Background: an optimization exercise with open tools, aiming at small area, a short achievable clock period and few clock cycles per item. Do not read the settings as production practice. No activity file was given, so power comes from the tool's default toggle rates.

run A:
==> module prince_core_data, before the edit <==
module prince_core_data (
    input  wire [191:0] state   ,
    input  wire [191:0] pt      ,
    input  wire [383:0] key     ,
    input  wire         s_i     ,
    input  wire         s_p0    ,
    input  wire         s_p1    ,
    input  wire         s_de    ,
    input  wire         s_f     ,
    input  wire         s_d     ,
    input  wire         s_ef    ,
    input  wire         s_o     ,
    input  wire [ 63:0] rc      ,
    output wire [191:0] nxt     ,
    output wire [191:0] ct
);
    localparam SBOX_NUMBER = 16;
    genvar j;
    wire [191:0] k0 = {key[383:320], key[255:192], key[127:64]};
    wire [191:0] k1 = {key[319:256], key[191:128], key[63:0]};
    wire [191:0] k0_end = {{key[320],key[383:322],(key[321] ^ key[383])},
        {key[192],key[255:194],(key[193] ^ key[255])},
        {key[64],key[127:66],(key[65] ^ key[127])}};
    wire [191:0] kk = k1 ^ {128'b0, rc} ^ ({192{s_i}} & (pt ^ k0)) ^ ({192{s_o}} & k0_end);
    wire [191:0] h, p0, p1, u1, u5, w, w_sr, t, m, m_sr, v, d, e;
    generate
        for (j = 0; j < SBOX_NUMBER; j = j + 1) begin: nib
            Quadratic_294 Q (
                .x1(state[191-4*j -: 4]), .x2(state[127-4*j -: 4]), .x3(state[63-4*j -: 4]),
                .y1(h[191-4*j -: 4]), .y2(h[127-4*j -: 4]), .y3(h[63-4*j -: 4]));
        end
        for (j = 0; j < 3*SBOX_NUMBER; j = j + 1) begin: nsh
            nib_p0 P0 (.x(h[4*j +: 4]), .y(p0[4*j +: 4]));
            nib_p1 P1 (.x(h[4*j +: 4]), .y(p1[4*j +: 4]));
            nib_u1 U1 (.x(h[4*j +: 4]), .y(u1[4*j +: 4]));
            nib_u5 U5 (.x(h[4*j +: 4]), .y(u5[4*j +: 4]));
            nib_d4 D4 (.x(v[4*j +: 4]), .y(d[4*j +: 4]));
            nib_e6 E6 (.x(m[4*j +: 4]), .y(e[4*j +: 4]));
        end
        for (j = 0; j < 3; j = j + 1) begin: sh
            linear_m_inv  SRI (.data_in(w[191-64*j -: 64]), .data_out(w_sr[191-64*j -: 64]));
            linear_mprime MP  (.data_in(t[191-64*j -: 64]), .data_out(m[191-64*j -: 64]));
            linear_m      SR  (.data_in(m[191-64*j -: 64]), .data_out(m_sr[191-64*j -: 64]));
        end
    endgenerate
    assign w  = u5 ^ kk;
    assign ct = w;
    assign t  = ({192{s_de}} & u1) | ({192{s_f}} & w_sr);
    assign v  = m_sr ^ kk;
    assign nxt = ({192{s_p0}} & p0) | ({192{s_p1}} & p1) |
                 ({192{s_d}} & d) | ({192{s_ef}} & e);
endmodule
==> module prince_top, before the edit <==
module prince_top (
    input  wire         clk       ,
    input  wire         reset     ,
    input  wire         start     ,
    input  wire [191:0] plaintext ,
    input  wire [383:0] key       ,
    output reg          done      ,
    output wire [191:0] ciphertext
);
    reg  [191:0] shared_state;
    reg          busy;
    reg  [  2:0] pos;      
    reg  [ 11:0] layer;    
    reg          s_p0, s_p1, s_de, s_f, s_d, s_ef, s_o;
    wire [191:0] nxt;
    wire [ 63:0] rc;
    localparam [64*12-1:0] RCS = {
        64'hC0AC29B7C97C50DD, 64'hD3B5A399CA0C2399, 64'h64A51195E0E3610D,
        64'hC882D32F25323C54, 64'h85840851F1AC43AA, 64'h7EF84F78FD955CB1,
        64'h0000000000000000, 64'hBE5466CF34E90C6C, 64'h452821E638D01377,
        64'h082EFA98EC4E6C89, 64'hA4093822299F31D0, 64'h13198A2E03707344};
    genvar b, l;
    generate
        for (b = 0; b < 64; b = b + 1) begin: rcb
            wire [11:0] sel;
            for (l = 0; l < 12; l = l + 1) begin: rcl
                assign sel[l] = RCS[64*l + b] & layer[l];
            end
            assign rc[b] = |sel;
        end
    endgenerate
    prince_core_data d_prince_core (
        .state(shared_state),
        .pt   (plaintext   ),
        .key  (key         ),
        .s_i  (~busy       ),
        .s_p0 (s_p0        ),
        .s_p1 (s_p1        ),
        .s_de (s_de        ),
        .s_f  (s_f         ),
        .s_d  (s_d         ),
        .s_ef (s_ef        ),
        .s_o  (s_o         ),
        .rc   (rc          ),
        .nxt  (nxt         ),
        .ct   (ciphertext  )
    );
    always @(posedge clk) begin
        shared_state <= nxt;
    end
    wire        last    = busy & pos[2] & layer[11];
    wire        busy_n  = busy ? ~last : start;
    wire [ 2:0] pos_n   = busy ? {pos[1:0], pos[2]} : 3'b001;
    wire [11:0] layer_n = ~busy  ? {11'b0, start} :
                          last   ? 12'b0 :
                          pos[2] ? {layer[10:0], 1'b0} : layer;
    always @(posedge clk) begin
        if (reset) begin
            busy  <= 1'b0;
            done  <= 1'b0;
            pos   <= 3'b001;
            layer <= 12'b0;
            s_p0  <= 1'b0;
            s_p1  <= 1'b0;
            s_de  <= 1'b0;
            s_f   <= 1'b0;
            s_d   <= 1'b1;
            s_ef  <= 1'b0;
            s_o   <= 1'b0;
        end else begin
            busy  <= busy_n;
            done  <= busy & pos[1] & layer[11];
            pos   <= pos_n;
            layer <= layer_n;
            s_p0  <= busy_n & pos_n[0];
            s_p1  <= busy_n & pos_n[1];
            s_de  <= busy_n & pos_n[2] & (|layer_n[5:0]);
            s_f   <= busy_n & pos_n[2] & (|layer_n[11:6]);
            s_d   <= ~busy_n | (pos_n[2] & (|layer_n[4:0]));
            s_ef  <= busy_n & pos_n[2] & (|layer_n[10:5]);
            s_o   <= busy_n & pos_n[2] & layer_n[11];
        end
    end
endmodule
==> flow/config.mk <==
export PLATFORM = sky130hd
export DESIGN_NAME = prince_top
export DESIGN_NICKNAME = prince_top
export VERILOG_FILES = /design/flow/design.v
export SDC_FILE = /design/flow/constraint.sdc
export NUM_CORES = 4
export LEC_CHECK = 0
export CAP_MARGIN = 20
export CORE_MARGIN = 2
export CORE_UTILIZATION = 55
export SETUP_SLACK_MARGIN = 2.5
export SLEW_MARGIN = 20
==> flow/constraint.sdc <==
create_clock -name core_clock -period 6.5 [get_ports {clk}]
set_input_delay 1.3000 -clock core_clock [delete_from_list [all_inputs] [get_ports {clk}]]
set_output_delay 1.3000 -clock core_clock [all_outputs]
set_load 0.01 [all_outputs]
standard.sh (not shown) runs the stock make flow with config.mk's settings and CLKGATE_MAP_FILE= SYNTH_SCRIPT=/design/flow/synth_recipe.tcl, a recipe that flattens the netlist after the stock synthesis.
==> flow/flow/run.sh <==
#!/bin/bash
# Standard ORFS layout with two changes:
#  - synthesis maps the logic with flow/area.abc, an area-oriented ABC script,
#    in place of ORFS's speed script (everything else in the standard
#    synthesis, synth_recipe.tcl, is unchanged, so the registers are the same);
#  - the port buffers that buffer_ports inserts are the smallest plain buffer
#    (repair may still resize them).
set -euo pipefail
work=$(pwd)
{
  echo "proc abc {args} {"
  echo "  set i [lsearch -exact \$args -script]"
  echo "  if {\$i >= 0} { lset args [expr {\$i + 1}] $work/flow/area.abc }"
  echo "  yosys abc {*}\$args"
  echo "}"
  cat synth_recipe.tcl
} > own_synth.tcl
export BUFFER_PORTS_ARGS="-buffer_cell sky130_fd_sc_hd__buf_1"
bash standard.sh SYNTH_SCRIPT="$work/own_synth.tcl" finish > standard_flow.log 2>&1
==> flow/flow/area.abc <==
&get -n
&st
&dch
&nf
&put
diff inputs: run A => run B
-- flow/design.v --
<<< run A, line 269
    input  wire         s_d     ,
    input  wire         s_ef    ,
    input  wire         s_o     ,
    input  wire [ 63:0] rc      ,
    output wire [191:0] nxt     ,
>>> run B, line 269
    input  wire         s_d     ,
    input  wire         s_ef    ,
    input  wire [ 63:0] rc      ,
    output wire [191:0] nxt     ,
<<< run A, line 281
        {key[192],key[255:194],(key[193] ^ key[255])},
        {key[64],key[127:66],(key[65] ^ key[127])}};
    wire [191:0] kk = k1 ^ {128'b0, rc} ^ ({192{s_i}} & (pt ^ k0)) ^ ({192{s_o}} & k0_end);
    wire [191:0] h, p0, p1, u1, u5, w, w_sr, t, m, m_sr, v, d, e;
    generate
>>> run B, line 280
        {key[192],key[255:194],(key[193] ^ key[255])},
        {key[64],key[127:66],(key[65] ^ key[127])}};
    wire [191:0] rck1 = {128'b0, rc} ^ k1;
    wire [191:0] h, p0, p1, u1, u5, w, w_sr, t, m, m_sr, v, d, e;
    generate
<<< run A, line 303
        end
    endgenerate
    assign w  = u5 ^ kk;
    assign ct = w;
    assign t  = ({192{s_de}} & u1) | ({192{s_f}} & w_sr);
    assign v  = m_sr ^ kk;
    assign nxt = ({192{s_p0}} & p0) | ({192{s_p1}} & p1) |
                 ({192{s_d}} & d) | ({192{s_ef}} & e);
>>> run B, line 302
        end
    endgenerate
    assign w  = u5 ^ rck1;
    assign ct = u5 ^ (rck1 ^ k0_end);
    assign t  = ({192{s_de}} & u1) | ({192{s_f}} & w_sr);
    assign v  = m_sr ^ ({192{s_i}} & (pt ^ k0)) ^ rck1;
    assign nxt = ({192{s_p0}} & p0) | ({192{s_p1}} & p1) |
                 ({192{s_d}} & d) | ({192{s_ef}} & e);
<<< run A, line 359
    reg  [  2:0] pos;      
    reg  [ 11:0] layer;    
    reg          s_p0, s_p1, s_de, s_f, s_d, s_ef, s_o;
    wire [191:0] nxt;
    wire [ 63:0] rc;
    localparam [64*12-1:0] RCS = {
        64'hC0AC29B7C97C50DD, 64'hD3B5A399CA0C2399, 64'h64A51195E0E3610D,
>>> run B, line 358
    reg  [  2:0] pos;      
    reg  [ 11:0] layer;    
    reg          s_p0, s_p1, s_de, s_f, s_d, s_ef;
    wire [191:0] nxt;
    wire [ 63:0] rc;
    wire        last    = busy & pos[2] & layer[11];
    wire        busy_n  = busy ? ~last : start;
    wire [ 2:0] pos_n   = busy ? {pos[1:0], pos[2]} : 3'b001;
    wire [11:0] layer_n = ~busy  ? {11'b0, start} :
                          last   ? 12'b0 :
                          pos[2] ? {layer[10:0], 1'b0} : layer;
    localparam [64*12-1:0] RCS = {
        64'hC0AC29B7C97C50DD, 64'hD3B5A399CA0C2399, 64'h64A51195E0E3610D,
<<< run A, line 367
        64'h0000000000000000, 64'hBE5466CF34E90C6C, 64'h452821E638D01377,
        64'h082EFA98EC4E6C89, 64'hA4093822299F31D0, 64'h13198A2E03707344};
    genvar b, l;
    generate
>>> run B, line 372
        64'h0000000000000000, 64'hBE5466CF34E90C6C, 64'h452821E638D01377,
        64'h082EFA98EC4E6C89, 64'hA4093822299F31D0, 64'h13198A2E03707344};
    reg  [63:0] rc_r;
    wire [63:0] rc_n;
    genvar b, l;
    generate
<<< run A, line 372
            wire [11:0] sel;
            for (l = 0; l < 12; l = l + 1) begin: rcl
                assign sel[l] = RCS[64*l + b] & layer[l];
            end
            assign rc[b] = |sel;
        end
    endgenerate
    prince_core_data d_prince_core (
        .state(shared_state),
>>> run B, line 379
            wire [11:0] sel;
            for (l = 0; l < 12; l = l + 1) begin: rcl
                assign sel[l] = RCS[64*l + b] & layer_n[l];
            end
            assign rc_n[b] = |sel;
        end
    endgenerate
    assign rc = rc_r;
    prince_core_data d_prince_core (
        .state(shared_state),
<<< run A, line 388
        .s_d  (s_d         ),
        .s_ef (s_ef        ),
        .s_o  (s_o         ),
        .rc   (rc          ),
        .nxt  (nxt         ),
>>> run B, line 396
        .s_d  (s_d         ),
        .s_ef (s_ef        ),
        .rc   (rc          ),
        .nxt  (nxt         ),
<<< run A, line 396
        shared_state <= nxt;
    end
    wire        last    = busy & pos[2] & layer[11];
    wire        busy_n  = busy ? ~last : start;
    wire [ 2:0] pos_n   = busy ? {pos[1:0], pos[2]} : 3'b001;
    wire [11:0] layer_n = ~busy  ? {11'b0, start} :
                          last   ? 12'b0 :
                          pos[2] ? {layer[10:0], 1'b0} : layer;
    always @(posedge clk) begin
        if (reset) begin
>>> run B, line 403
        shared_state <= nxt;
    end
    always @(posedge clk) begin
        if (reset) begin
<<< run A, line 414
            s_d   <= 1'b1;
            s_ef  <= 1'b0;
            s_o   <= 1'b0;
        end else begin
            busy  <= busy_n;
>>> run B, line 415
            s_d   <= 1'b1;
            s_ef  <= 1'b0;
            rc_r  <= 64'b0;
        end else begin
            busy  <= busy_n;
<<< run A, line 426
            s_d   <= ~busy_n | (pos_n[2] & (|layer_n[4:0]));
            s_ef  <= busy_n & pos_n[2] & (|layer_n[10:5]);
            s_o   <= busy_n & pos_n[2] & layer_n[11];
        end
    end
>>> run B, line 427
            s_d   <= ~busy_n | (pos_n[2] & (|layer_n[4:0]));
            s_ef  <= busy_n & pos_n[2] & (|layer_n[10:5]);
            rc_r  <= rc_n;
        end
    end
==> comparison <==
Having completed the whole flow, run B delivered a layout that passed the timing, DRC and antenna checks.
From run A to run B the numbers moved as follows: minimum period implied by the final worst setup slack now smaller; net count of the finished layout saw a decrease; power consumption went up about 8%; count of inverters other than clock inverters in the layout moved up; setup slack went up 120 ps.
| power per cell area | higher: run B |
The via count reported for run B is lower than the one for run A.
~same area fraction in compound gates after synthesis in run B and run A
Taking run A as the reference, in run B proportion of synthesized area in mux cells stayed essentially flat, first-pass GRT wire length rose by about 0.9%, cell area after placement rose by 490 sq um.
Re summed area of non-filler cells in the final layout: run B is about 3% down on run A.
Between run B and run A, count of TritonRoute iterations in the first routing pass is lower for run B, run A comes in above that.
Global-route usage in run B vs run A: up 1.1 points
No run of this note included a check of the RTL's function; only the layout flow was run.

[port drivers added, routing unchanged]
The flow's constraints put no driver on any port. The routed layouts listed below were extracted and timed again, unchanged, in two steps.
Step 1 (the two cells are an assumption about what drives the block):
set clk [get_ports {clk}]
set_driving_cell -lib_cell sky130_fd_sc_hd__clkbuf_16 $clk
set_driving_cell -lib_cell sky130_fd_sc_hd__buf_2 [delete_from_list [all_inputs] $clk]
Step 2, shift: input delay + t, output delay - t, t = (earliest + latest rising clock arrival at the registers) / 2. This alone moves slack from input paths to output paths.
a / b / c = ideal ports / drivers / drivers and shift; a / b = the first two.
run	shift t [ns]	setup WS [ns]	worst register clock-pin slew, ns	worst data-port slew with drivers (ns)	pins driven straight from the clock port
run A	0.643	2.351 / 2.290 / 1.895	0.07 / 0.07	0.24	1
run B	0.628	2.474 / 2.434 / 2.018	0.07 / 0.07	0.23	1
After both steps every run listed still meets setup and hold.
